From an optimization exercise on the open Yosys and OpenROAD flow, aimed at small area, a short achievable clock period and few clock cycles; shortcuts taken in it are not production practice. Power and IR drop assume default switching activity.

JK:
==> flow/design.v <==
module mips32(
  input clk,
  input rst,
  output [9:0] imem_addr,
  input [31:0] imem_rdata,
  output [9:0] dmem_addr,
  output [31:0] dmem_wdata,
  output dmem_we,
  output dmem_re,
  input [31:0] dmem_rdata,
  output halted
);
  localparam NB = 4;       
  reg [9:0] fpc;           
  reg [9:0] fpc_o;         
  reg v_q, pred_q;         
  reg [9:0] pc_q;
  reg v_id, pred_id;       
  reg [9:0] pc_id;
  reg [31:0] ir;
  reg [31:1] sa, sb;       
  reg [31:1] sa2, sb2;     
  reg stop;                
  reg halt_r;
  reg [NB-1:0] bt_v;
  reg [9:0] bt_pc [0:NB-1];
  reg [9:0] bt_tg [0:NB-1];
  reg [1:0] bt_ptr;
  reg v_ex, ld_ex, st_ex, br_ex, bnez_ex, wr_ex, pred_ex;
  reg f_arith, f_cin, f_slt, f_xor, f_and, f_or;
  reg [4:0] rd_ex;
  reg [31:0] Ax, Bx;
  reg [9:0] Tx;            
  reg [9:0] pc_ex;
  reg ld_mem, wr_mem, we_mem, re_mem;
  reg [4:0] rd_mem;
  reg [31:0] alu_mem, d_mem;
  reg [9:0] addr_mem;
  reg ld_wb, wr_wb;
  reg [4:0] rd_wb;
  reg [31:0] alu_wb;
  reg [31:0] rf [1:31];
  wire [31:0] w_data = ld_wb ? dmem_rdata : alu_wb;
  wire [31:0] opa = Ax;
  wire [31:0] opb = Bx;
  wire [33:0] sum2 = {1'b0, opa, 1'b1} + {1'b0, opb, f_cin};   
  wire [32:0] sum = sum2[33:1];
  wire [31:0] lx = opa ^ opb;
  wire [31:0] la = opa & opb;
  wire [31:0] lo = opa | opb;
  wire [31:0] alux = ({32{f_arith}} & sum[31:0])
                   | ({32{f_slt}} & {31'd0, sum[32]})
                   | ({32{f_xor}} & lx)
                   | ({32{f_and}} & la)
                   | ({32{f_or}}  & lo);
  wire taken = bnez_ex ^ (opa == 32'd0);
  wire misp = v_ex & br_ex & (taken ^ pred_ex);
  wire [9:0] fix_pc = taken ? Tx : pc_ex + 10'd1;
  wire bt_alloc = v_ex & br_ex & taken & ~pred_ex;
  wire [5:0] op  = ir[31:26];
  wire [4:0] rd  = ir[25:21];
  wire [4:0] rs1 = ir[20:16];
  wire [4:0] rs2 = ir[15:11];
  wire [4:0] rsb = op[5] ? rd : rs2;       
  wire is_alu = ~op[5] & (op[3:0] <= 4'd5);
  wire is_ld  = (op == 6'b110000);
  wire is_st  = (op == 6'b110001);
  wire is_br  = (op[5:1] == 5'b11010);
  wire is_hlt = (op == 6'b111111);
  wire is_imm = ~op[5] & op[4];
  wire use_a  = is_alu | is_ld | is_st | is_br;
  wire use_b  = (is_alu & ~op[4]) | is_st;
  reg a_mem, a_wb, a_rf, b_imm, b_mem, b_wb, b_rf, hz;
  reg a_add, a_slt, a_xor, a_and, a_or, b_add, b_slt, b_xor, b_and, b_or;
  wire stall = v_id & ~stop & hz;
  wire live = v_id & ~stop & ~misp;
  reg [31:0] ra, rb;
  integer k;
  always @(*) begin
    ra = 32'd0;
    rb = 32'd0;
    for (k = 1; k < 32; k = k + 1) begin
      ra = ra | ({{16{sa2[k]}}, {16{sa[k]}}} & rf[k]);
      rb = rb | ({{16{sb2[k]}}, {16{sb[k]}}} & rf[k]);
    end
  end
  wire is_inv = ~op[5] & ((op[3:0] == 4'd1) | (op[3:0] == 4'd5));    
  wire [31:0] simm = {{16{ir[15]}}, ir[15:0]};
  wire [9:0] target = pc_id + 10'd1 + ir[9:0];
  reg bt_hit;
  reg [9:0] bt_next;
  always @(*) begin
    bt_hit = 1'b0;
    bt_next = fpc + 10'd1;
    for (k = 0; k < NB; k = k + 1)
      if (bt_v[k] & (bt_pc[k] == fpc)) begin
        bt_hit = 1'b1;
        bt_next = bt_tg[k];
      end
  end
  wire drop = stall & v_q;
  wire [31:0] ir_in = imem_rdata;
  wire [4:0] rs1_in = ir_in[20:16];
  wire [4:0] rsb_in = ir_in[31] ? ir_in[25:21] : ir_in[15:11];
  wire [5:0] op_in = ir_in[31:26];
  wire alu_in = ~op_in[5] & (op_in[3:0] <= 4'd5);
  wire use_a_in = alu_in | (op_in == 6'b110000) | (op_in == 6'b110001) | (op_in[5:1] == 5'b11010);
  wire use_b_in = (alu_in & ~op_in[4]) | (op_in == 6'b110001);
  wire [4:0] rs1_n = stall ? rs1 : rs1_in;
  wire [4:0] rsb_n = stall ? rsb : rsb_in;
  wire use_a_n = stall ? use_a : use_a_in;
  wire use_b_n = stall ? use_b : use_b_in;
  wire issue = v_id & ~stop & ~stall;      
  wire wr_id = (is_alu | is_ld) & (rd != 5'd0);
  wire ex_a_n  = issue & wr_id & (rd == rs1_in);
  wire ex_b_n  = issue & wr_id & (rd == rsb_in);
  wire mem_a_n = v_ex & wr_ex & (rd_ex == rs1_n);
  wire mem_b_n = v_ex & wr_ex & (rd_ex == rsb_n);
  wire wb_a_n  = wr_mem & (rd_mem == rs1_n);
  wire wb_b_n  = wr_mem & (rd_mem == rsb_n);
  wire hz_n = (is_ld & ((use_a_in & ex_a_n) | (use_b_in & ex_b_n))) |
              (ld_ex & ((use_a_n & mem_a_n) | (use_b_n & mem_b_n)));
  wire imm_in = ~op_in[5] & op_in[4];
  wire imm_n = stall ? is_imm : imm_in;
  reg [31:1] sa_n, sb_n;
  always @(*)
    for (k = 1; k < 32; k = k + 1) begin
      sa_n[k] = (rs1_n == k);
      sb_n[k] = (rsb_n == k);
    end
  wire [9:0] fpc_n = misp ? fix_pc : drop ? pc_q : bt_next;
  assign imem_addr = fpc_o;
  always @(posedge clk) begin
    if (rst) begin
      fpc <= 10'd0;
      fpc_o <= 10'd0;
      v_q <= 1'b0;
      v_id <= 1'b0;
      stop <= 1'b0;
      halt_r <= 1'b0;
      v_ex <= 1'b0;
      wr_mem <= 1'b0;
      we_mem <= 1'b0;
      re_mem <= 1'b0;
      wr_wb <= 1'b0;
      bt_v <= {NB{1'b0}};
      bt_ptr <= 2'd0;
    end
    else begin
      fpc <= fpc_n;
      fpc_o <= fpc_n;
      v_q <= ~misp & ~drop;
      if (misp) v_id <= 1'b0;
      else if (~stall) v_id <= v_q;
      if (live & ~stall & is_hlt) stop <= 1'b1;
      halt_r <= stop;
      v_ex <= live & ~stall & use_a;
      wr_mem <= v_ex & wr_ex;
      we_mem <= v_ex & st_ex;
      re_mem <= v_ex & ld_ex;
      wr_wb <= wr_mem;
      if (bt_alloc) begin
        bt_v[bt_ptr] <= 1'b1;
        bt_ptr <= bt_ptr + 2'd1;
      end
    end
    a_add <= ex_a_n & ~op[5] & ((op[3:0] == 4'd0) | (op[3:0] == 4'd1));
    a_slt <= ex_a_n & ~op[5] & (op[3:0] == 4'd5);
    a_xor <= ex_a_n & ~op[5] & (op[3:0] == 4'd2);
    a_and <= ex_a_n & ~op[5] & (op[3:0] == 4'd3);
    a_or  <= ex_a_n & ~op[5] & (op[3:0] == 4'd4);
    a_mem <= ~ex_a_n & mem_a_n;
    a_wb  <= ~ex_a_n & ~mem_a_n & wb_a_n;
    a_rf  <= ~ex_a_n & ~mem_a_n & ~wb_a_n;
    b_imm <= imm_n;
    b_add <= ~imm_n & ex_b_n & ~op[5] & ((op[3:0] == 4'd0) | (op[3:0] == 4'd1));
    b_slt <= ~imm_n & ex_b_n & ~op[5] & (op[3:0] == 4'd5);
    b_xor <= ~imm_n & ex_b_n & ~op[5] & (op[3:0] == 4'd2);
    b_and <= ~imm_n & ex_b_n & ~op[5] & (op[3:0] == 4'd3);
    b_or  <= ~imm_n & ex_b_n & ~op[5] & (op[3:0] == 4'd4);
    b_mem <= ~imm_n & ~ex_b_n & mem_b_n;
    b_wb  <= ~imm_n & ~ex_b_n & ~mem_b_n & wb_b_n;
    b_rf  <= ~imm_n & ~ex_b_n & ~mem_b_n & ~wb_b_n;
    hz <= hz_n;
    sa <= sa_n;
    sb <= sb_n;
    sa2 <= sa_n;
    sb2 <= sb_n;
    pc_q <= fpc;
    pred_q <= bt_hit;
    if (~stall) begin
      ir <= ir_in;
      pc_id <= pc_q;
      pred_id <= pred_q;
    end
    if (bt_alloc) begin
      bt_pc[bt_ptr] <= pc_ex;
      bt_tg[bt_ptr] <= Tx;
    end
    ld_ex <= is_ld;
    st_ex <= is_st;
    br_ex <= is_br;
    bnez_ex <= op[0];
    pred_ex <= pred_id;
    pc_ex <= pc_id;
    wr_ex <= wr_id;
    rd_ex <= rd;
    f_arith <= ~op[5] & ((op[3:0] == 4'd0) | (op[3:0] == 4'd1));
    f_cin <= ~op[5] & (op[3:0] == 4'd1);
    f_xor <= ~op[5] & (op[3:0] == 4'd2);
    f_and <= ~op[5] & (op[3:0] == 4'd3);
    f_or  <= ~op[5] & (op[3:0] == 4'd4);
    f_slt <= ~op[5] & (op[3:0] == 4'd5);
    Ax <= ({32{a_add}} & sum[31:0]) | ({32{a_slt}} & {31'd0, sum[32]}) | ({32{a_xor}} & lx)
        | ({32{a_and}} & la) | ({32{a_or}} & lo)
        | ({32{a_mem}} & alu_mem) | ({32{a_wb}} & w_data) | ({32{a_rf}} & ra);
    Bx <= {32{is_inv}} ^ (({32{b_imm}} & simm)
                          | ({32{b_add}} & sum[31:0]) | ({32{b_slt}} & {31'd0, sum[32]}) | ({32{b_xor}} & lx)
                          | ({32{b_and}} & la) | ({32{b_or}} & lo) | ({32{b_mem}} & alu_mem)
                          | ({32{b_wb}} & w_data) | ({32{b_rf}} & rb));
    Tx <= is_br ? target : ir[9:0];
    ld_mem <= ld_ex;
    rd_mem <= rd_ex;
    alu_mem <= alux;
    d_mem <= opb;
    addr_mem <= opa[9:0] + Tx;
    ld_wb <= ld_mem;
    rd_wb <= rd_mem;
    alu_wb <= alu_mem;
    if (wr_wb) rf[rd_wb] <= w_data;
  end
  assign dmem_addr  = addr_mem;
  assign dmem_wdata = d_mem;
  assign dmem_we    = we_mem;
  assign dmem_re    = re_mem;
  assign halted     = halt_r;
endmodule
export LEC_CHECK = 0
export CAP_MARGIN = 20
export CORE_MARGIN = 2
export CORE_UTILIZATION = 40
export CTS_CLUSTER_DIAMETER = 100
export CTS_CLUSTER_SIZE = 20
export SLEW_MARGIN = 20
create_clock -name core_clock -period 8.0 [get_ports {clk}]
standard.sh (not shown) runs the stock make flow with config.mk's settings and CLKGATE_MAP_FILE= SYNTH_SCRIPT=/design/flow/synth_recipe.tcl, a recipe that flattens the netlist after the stock synthesis.
==> flow/flow/run.sh <==
#!/bin/bash
# Layout flow: the standard flow's own layout (standard.sh, with the standard synthesis
# unchanged), run with plain buffers rather than delay cells on the ports
# and a deeper setup margin for the timing repair steps.
set -euo pipefail
export BUFFER_PORTS_ARGS="-buffer_cell sky130_fd_sc_hd__buf_4"
export SETUP_SLACK_MARGIN=5.3
bash standard.sh > standard.log 2>&1
Input changes introduced in PW (baseline for comparison: JK):
--- a/flow/design.v
+++ b/flow/design.v
@@ -9,13 +9,12 @@
   output dmem_re,
   input [31:0] dmem_rdata,
   output halted
 );
   localparam NB = 4;       
   reg [9:0] fpc;           
-  reg [9:0] fpc_o;         
   reg v_q, pred_q;         
   reg [9:0] pc_q;
   reg v_id, pred_id;       
   reg [9:0] pc_id;
   reg [31:0] ir;
   reg [31:1] sa, sb;       
@@ -95,13 +94,12 @@
     for (k = 0; k < NB; k = k + 1)
       if (bt_v[k] & (bt_pc[k] == fpc)) begin
         bt_hit = 1'b1;
         bt_next = bt_tg[k];
       end
   end
-  wire drop = stall & v_q;
   wire [31:0] ir_in = imem_rdata;
   wire [4:0] rs1_in = ir_in[20:16];
   wire [4:0] rsb_in = ir_in[31] ? ir_in[25:21] : ir_in[15:11];
   wire [5:0] op_in = ir_in[31:26];
   wire alu_in = ~op_in[5] & (op_in[3:0] <= 4'd5);
   wire use_a_in = alu_in | (op_in == 6'b110000) | (op_in == 6'b110001) | (op_in[5:1] == 5'b11010);
@@ -115,28 +113,28 @@
   wire ex_a_n  = issue & wr_id & (rd == rs1_in);
   wire ex_b_n  = issue & wr_id & (rd == rsb_in);
   wire mem_a_n = v_ex & wr_ex & (rd_ex == rs1_n);
   wire mem_b_n = v_ex & wr_ex & (rd_ex == rsb_n);
   wire wb_a_n  = wr_mem & (rd_mem == rs1_n);
   wire wb_b_n  = wr_mem & (rd_mem == rsb_n);
+  wire hold;
   wire hz_n = (is_ld & ((use_a_in & ex_a_n) | (use_b_in & ex_b_n))) |
               (ld_ex & ((use_a_n & mem_a_n) | (use_b_n & mem_b_n)));
+  assign hold = hz_n & (stall ? v_id : v_q) & ~stop;
   wire imm_in = ~op_in[5] & op_in[4];
   wire imm_n = stall ? is_imm : imm_in;
   reg [31:1] sa_n, sb_n;
   always @(*)
     for (k = 1; k < 32; k = k + 1) begin
       sa_n[k] = (rs1_n == k);
       sb_n[k] = (rsb_n == k);
     end
-  wire [9:0] fpc_n = misp ? fix_pc : drop ? pc_q : bt_next;
-  assign imem_addr = fpc_o;
+  assign imem_addr = fpc;
   always @(posedge clk) begin
     if (rst) begin
       fpc <= 10'd0;
-      fpc_o <= 10'd0;
       v_q <= 1'b0;
       v_id <= 1'b0;
       stop <= 1'b0;
       halt_r <= 1'b0;
       v_ex <= 1'b0;
       wr_mem <= 1'b0;
@@ -144,15 +142,14 @@
       re_mem <= 1'b0;
       wr_wb <= 1'b0;
       bt_v <= {NB{1'b0}};
       bt_ptr <= 2'd0;
     end
     else begin
-      fpc <= fpc_n;
-      fpc_o <= fpc_n;
-      v_q <= ~misp & ~drop;
+      fpc <= misp ? fix_pc : hold ? fpc : bt_next;
+      v_q <= ~misp;
       if (misp) v_id <= 1'b0;
       else if (~stall) v_id <= v_q;
       if (live & ~stall & is_hlt) stop <= 1'b1;
       halt_r <= stop;
       v_ex <= live & ~stall & use_a;
       wr_mem <= v_ex & wr_ex;
Results
- Largest fanout on the critical path: PW and JK compared, higher one is JK
- In PW the number of nets produced by synthesis turned out 64 higher than in JK.
- PW gives more switching power than JK did.
- PW: worst hold margin 0.012 ns above JK
- PW vs. JK: cell count went up by about 0.5%, width of the chip has remained practically unchanged, layout inverter count without the clock tree fell 4.7%, total detailed-routing wirelength grew by about 2%, total count of hold-check failures in the final report was more or less identical.
- Comparing PW and JK, maximum frequency is lower on JK.
- Compared with JK, PW shows a higher register-to-register slack.
No run of this note included a check of the RTL's function; only the layout flow was run.

==> separate check: timing with driven ports <==
Ports are ideal in the flow. The routed layouts listed here were re-timed in OpenROAD. Step 1: set_driving_cell puts a clkbuf_16 on clk and a buf_2 on each other input, an assumption about the parent block. Step 2, shift: input delay + t, output delay - t, t = (earliest + latest rising clock arrival at the registers) / 2. This alone moves slack from input paths to output paths. a / b / c = ideal / step 1 / step 2; a / b = the first two.
run	t (ns)	setup slack, ns	latest minus earliest clock arrival (ns)	worst data-port slew with drivers (ns)
JK	0.811	5.028 / 5.028 / 4.548	0.051 / 0.050	0.14
PW	0.813	5.051 / 4.967 / 4.248	0.044 / 0.044	0.15
After both steps every run listed still meets setup and hold. The setup slack of PW, which loses most, moves by -0.084 ns with the drivers and by -0.803 ns with both steps.
